Context: an optimization exercise on an open-source flow, tuned for small area. The choices shown serve that exercise and are no tape-out recipe. RTL that was checked went through simulation tests only; none was proved equivalent to the original. The clock input has no modelled driver; a real chip could not lean on it and would need a root buffer or a full tree. Power figures rest on the tool's default switching activity, not on a simulated workload.

Design shuzizhong, start of the top module:
module shuzizhong(
    input wire clk1,         
    input wire reset,        
    input wire ah1,          
    input wire am1,          
    input wire alarm1,       
    input wire en,           
    input wire naozhong,     
    output wire [0:6] shi,       
    output wire [0:6] ge,        
    output wire [0:6] min_shi,   
    output wire [0:6] min_ge,    
    output wire [0:6] sec_shi,   
    output wire [0:6] sec_ge,    
    output wire daodian,     
    output wire audio        
);
Size in the first run: roughly 440 cells after synthesis, ~75 flip-flops, roughly 3600 um^2 of cells after synthesis.
==> flow/config.mk <==
export PLATFORM = sky130hd
export DESIGN_NAME = shuzizhong
export DESIGN_NICKNAME = shuzizhong
export VERILOG_FILES = /design/flow/design.v
export SDC_FILE = /design/flow/constraint.sdc
export NUM_CORES = 4
export LEC_CHECK = 0
export CAP_MARGIN = 20
export CORE_MARGIN = 2
export CORE_UTILIZATION = 70
export SLEW_MARGIN = 20
==> flow/constraint.sdc <==
create_clock -name core_clock -period 25.0 [get_ports {clk1}]
set_input_delay 5.0000 -clock core_clock [delete_from_list [all_inputs] [get_ports {clk1}]]
set_output_delay 5.0000 -clock core_clock [all_outputs]
set_load 0.01 [all_outputs]
standard.sh (not shown) runs the stock make flow with config.mk's settings and CLKGATE_MAP_FILE= SYNTH_SCRIPT=/design/flow/synth_recipe.tcl, a recipe that flattens the netlist after the stock synthesis.
==> flow/flow/run.sh <==
#!/bin/bash
# Layout flow: the standard ORFS flow (standard.sh) with three changes.
#  1. Synthesis runs with a copy of the ORFS scripts whose ABC script is flow/abc_area.script
#     (area-oriented mapping) and without the half/full adder extraction, so ABC maps the
#     adders' logic together with the rest. Registers are mapped as in the standard synthesis.
#  2. Ports are buffered with sky130_fd_sc_hd__buf_1.
#  3. A two-level clock tree built by flow/pre_cts.tcl (a root and eight leaf
#     sky130_fd_sc_hd__clkbuf_4, each leaf
#     driving the flip-flops of one placement cluster) in place of TritonCTS.
# Each step's full log is kept by ORFS under orfs/logs/; make's output goes to *.log here.
set -euo pipefail
HERE=$(pwd)
FLOWDIR=$(cd "$(dirname "${BASH_SOURCE[0]}")" && pwd)

rm -rf "$HERE/scripts_mod"
cp -r "$FLOW_HOME/scripts" "$HERE/scripts_mod"
cp "$FLOWDIR/abc_area.script" "$HERE/scripts_mod/abc_speed.script"

SCRIPTS_DIR="$HERE/scripts_mod" ADDER_MAP_FILE= bash standard.sh synth > "$HERE/synth_make.log" 2>&1

export BUFFER_PORTS_ARGS="-buffer_cell sky130_fd_sc_hd__buf_1"
export PRE_CTS_TCL="$FLOWDIR/pre_cts.tcl"
bash standard.sh > "$HERE/layout_make.log" 2>&1
Other scripts of this flow, unchanged in this note and not shown: flow/flow/abc_area.script, flow/flow/pre_cts.tcl
Change:
--- a/flow/design.v
+++ b/flow/design.v
@@ -165,37 +165,35 @@
             3'd0: half_p = started ? 8'd101 : 8'd170;
             3'd1: half_p = 8'd170;
             3'd2: half_p = 8'd127;
             3'd3: half_p = 8'd101;
             3'd4: half_p = 8'd127;
             3'd5: half_p = 8'd113;
             3'd6: half_p = 8'd170;
             default: half_p = 8'd151;
         endcase
     end
     wire t_wrap = (t_cnt >= half_p);
     wire short = note[2] & (note[1] ^ note[0]);    
-    wire [10:0] d_inc = d_cnt + 1'b1;
     wire d_wrap = short ? (&{d_cnt[9:5], d_cnt[3]}) : (&{d_cnt[10:6], d_cnt[4]});
     always @(posedge clk1 or posedge reset) begin
         if (reset) begin
             t_cnt <= 0; tone <= 0;
             d_cnt <= 0; note <= 0; started <= 0;
         end else if (ring) begin
             if (t_wrap) begin t_cnt <= 0; tone <= ~tone; end
             else t_cnt <= t_cnt + 1'b1;
-            d_cnt <= d_wrap ? {8'd0, d_inc[2:1], 1'b0} : d_inc;
             if (d_wrap) begin
-                note <= note + 1'b1; started <= 1;
-            end
+                d_cnt <= 0; note <= note + 1'b1; started <= 1;
+            end else d_cnt <= d_cnt + 1'b1;
         end
     end
     assign audio = tone;
     wire [4:0] dh = naozhong ? a_hr : hr;
     wire       dh_2 = dh[3] & dh[2];           
     wire [3:0] dm_o = naozhong ? a_mo : m_o;
     wire [2:0] dm_t = naozhong ? a_mt : m_t;
     wire [3:0] ds_o = naozhong ? 4'd0 : s_o;
     wire [2:0] ds_t = naozhong ? 3'd0 : s_t;
     function [0:6] seg;
         input [3:0] d;
         seg = {~d[3] & ~d[1] & (d[2] ^ d[0]),                  
First-iteration DRC count fell by 27%.
Via count fell by 1.4%.
Sequential share of layout area barely changes.
Total power fell by 0.40%.
Sequential power is about the same.
Design area barely changes.
Synthesized cell count barely changes.
Wire length fell by 1.0%.
Global-route usage fell by 1.5 points.
Final cell count stays the same.
Die area barely changes.
Hold slack hardly moves.
No run of this note takes its clock network from TritonCTS; it comes from the design's own scripts or RTL.

========
Another version of the RTL of shuzizhong (not shown whole).
For scale: roughly 440 cells after synthesis, about 51 I/O pins, roughly 0.0036 mm^2 of cells after synthesis.
export LEC_CHECK = 0
export CAP_MARGIN = 20
export CORE_MARGIN = 2
export CORE_UTILIZATION = 70
export SLEW_MARGIN = 20
create_clock -name core_clock -period 25.0 [get_ports {clk1}]
==> flow/flow/run.sh <==
#!/bin/bash
# Layout flow: the standard ORFS flow (standard.sh) with three changes.
#  1. Synthesis runs with a copy of the ORFS scripts whose ABC script is flow/abc_area.script
#     (area-oriented mapping) and without the half/full adder extraction, so ABC maps the
#     adders' logic together with the rest. Registers are mapped as in the standard synthesis.
#  2. Ports are buffered with sky130_fd_sc_hd__buf_1.
#  3. A two-level clock tree built by flow/pre_cts.tcl (a clkbuf_2 root and eight leaf
#     sky130_fd_sc_hd__clkbuf_4, each leaf
#     driving the flip-flops of one placement cluster) in place of TritonCTS.
# Each step's full log is kept by ORFS under orfs/logs/; make's output goes to *.log here.
set -euo pipefail
HERE=$(pwd)
FLOWDIR=$(cd "$(dirname "${BASH_SOURCE[0]}")" && pwd)

rm -rf "$HERE/scripts_mod"
cp -r "$FLOW_HOME/scripts" "$HERE/scripts_mod"
cp "$FLOWDIR/abc_area.script" "$HERE/scripts_mod/abc_speed.script"

SCRIPTS_DIR="$HERE/scripts_mod" ADDER_MAP_FILE= bash standard.sh synth > "$HERE/synth_make.log" 2>&1

export BUFFER_PORTS_ARGS="-buffer_cell sky130_fd_sc_hd__buf_1"
export PRE_CTS_TCL="$FLOWDIR/pre_cts.tcl"
bash standard.sh > "$HERE/layout_make.log" 2>&1
Other scripts of this flow, unchanged in this note and not shown: flow/flow/abc_area.script, flow/flow/pre_cts.tcl
The first run completed with no timing, DRC or antenna violations.
Rerun with:
--- a/flow/design.v
+++ b/flow/design.v
@@ -11,19 +11,26 @@
     output wire [0:6] min_shi,   
     output wire [0:6] min_ge,    
     output wire [0:6] sec_shi,   
     output wire [0:6] sec_ge,    
     output wire daodian,     
     output wire audio        
 );
-    reg [7:0] lf;
-    wire      tick = (lf[6:0] == 7'b0110011);
-    always @(posedge clk1 or posedge reset) begin
-        if (reset) lf <= 8'b10110001;
-        else lf <= {lf[6:0], lf[7] ^ lf[2] ^ tick};
+    reg [6:0] lf;
+    reg       half;
+    wire      wrap = (lf[5:0] == 6'b011001);
+    wire      tick = wrap & ~half;
+    always @(posedge clk1 or posedge reset) begin
+        if (reset) begin
+            lf <= 7'b0110010;
+            half <= 0;
+        end else begin
+            lf <= {lf[5:0], lf[6] ^ lf[2] ^ wrap};
+            half <= half ^ wrap;
+        end
     end
     reg [2:0] sub;
     wire sub_c = sub[2];    
     always @(posedge clk1 or posedge reset) begin
         if (reset) sub <= 0;
         else if (tick) sub <= sub_c ? 3'd0 : {sub[1] & sub[0], sub[1] ^ sub[0], ~sub[0]};
     end
What happened:
- The new run finished clean
- first-iteration DRC count went up by 12%
- combinational power went up by about 20%
- design area barely changes
- power went up by 0.64%
- worst setup slack is better by 0.0056 ns
- routed wire length went up by 1.0%
- via count went up by 2.2%
- area after synthesis stays flat
- sequential power hardly moves
- maximum frequency hardly moves
- final cell count stays flat
- hold slack stays flat
For the first run of this note, only the layout was checked, not whether the RTL still works. No run of this note takes its clock network from TritonCTS; it comes from the design's own scripts or RTL.

[static timing again, ports no longer ideal]
No port has a modelled driver above. Below, the same layouts with a new extraction and two added sets of constraints.
Step 1 (the two cells are an assumption about what drives the block):
set clk [get_ports {clk1}]
set_driving_cell -lib_cell sky130_fd_sc_hd__clkbuf_16 $clk
set_driving_cell -lib_cell sky130_fd_sc_hd__buf_2 [delete_from_list [all_inputs] $clk]
Step 2 moves the port delays by t, midway between the first and last clock arrival at a register: inputs arrive t later, outputs are due t later. That takes back most of the time a late clock gives input paths.
Three values: no drivers, after step 1, after step 2; two values: the first two.
| run | shift t [ns] | setup slack, ns | worst setup path after step 2 | latest minus earliest clock arrival (ns) |
|---|---|---|---|---|
| the first run of note 1 | 0.441 | 12.946 / 12.922 / 12.922 | input to output | 0.014 / 0.014 |
| the second run of note 1 | 0.428 | 12.428 / 12.398 / 12.398 | input to output | 0.017 / 0.017 |
| the first run of note 2 | 0.521 | 12.906 / 12.885 / 12.885 | input to output | 0.016 / 0.016 |
| the second run of note 2 | 0.525 | 12.912 / 12.888 / 12.888 | input to output | 0.014 / 0.014 |
After both steps setup and hold are still met in every run listed. The setup slack of the second run of note 1, which loses most, moves by -0.030 ns with the drivers and by -0.030 ns with both steps.
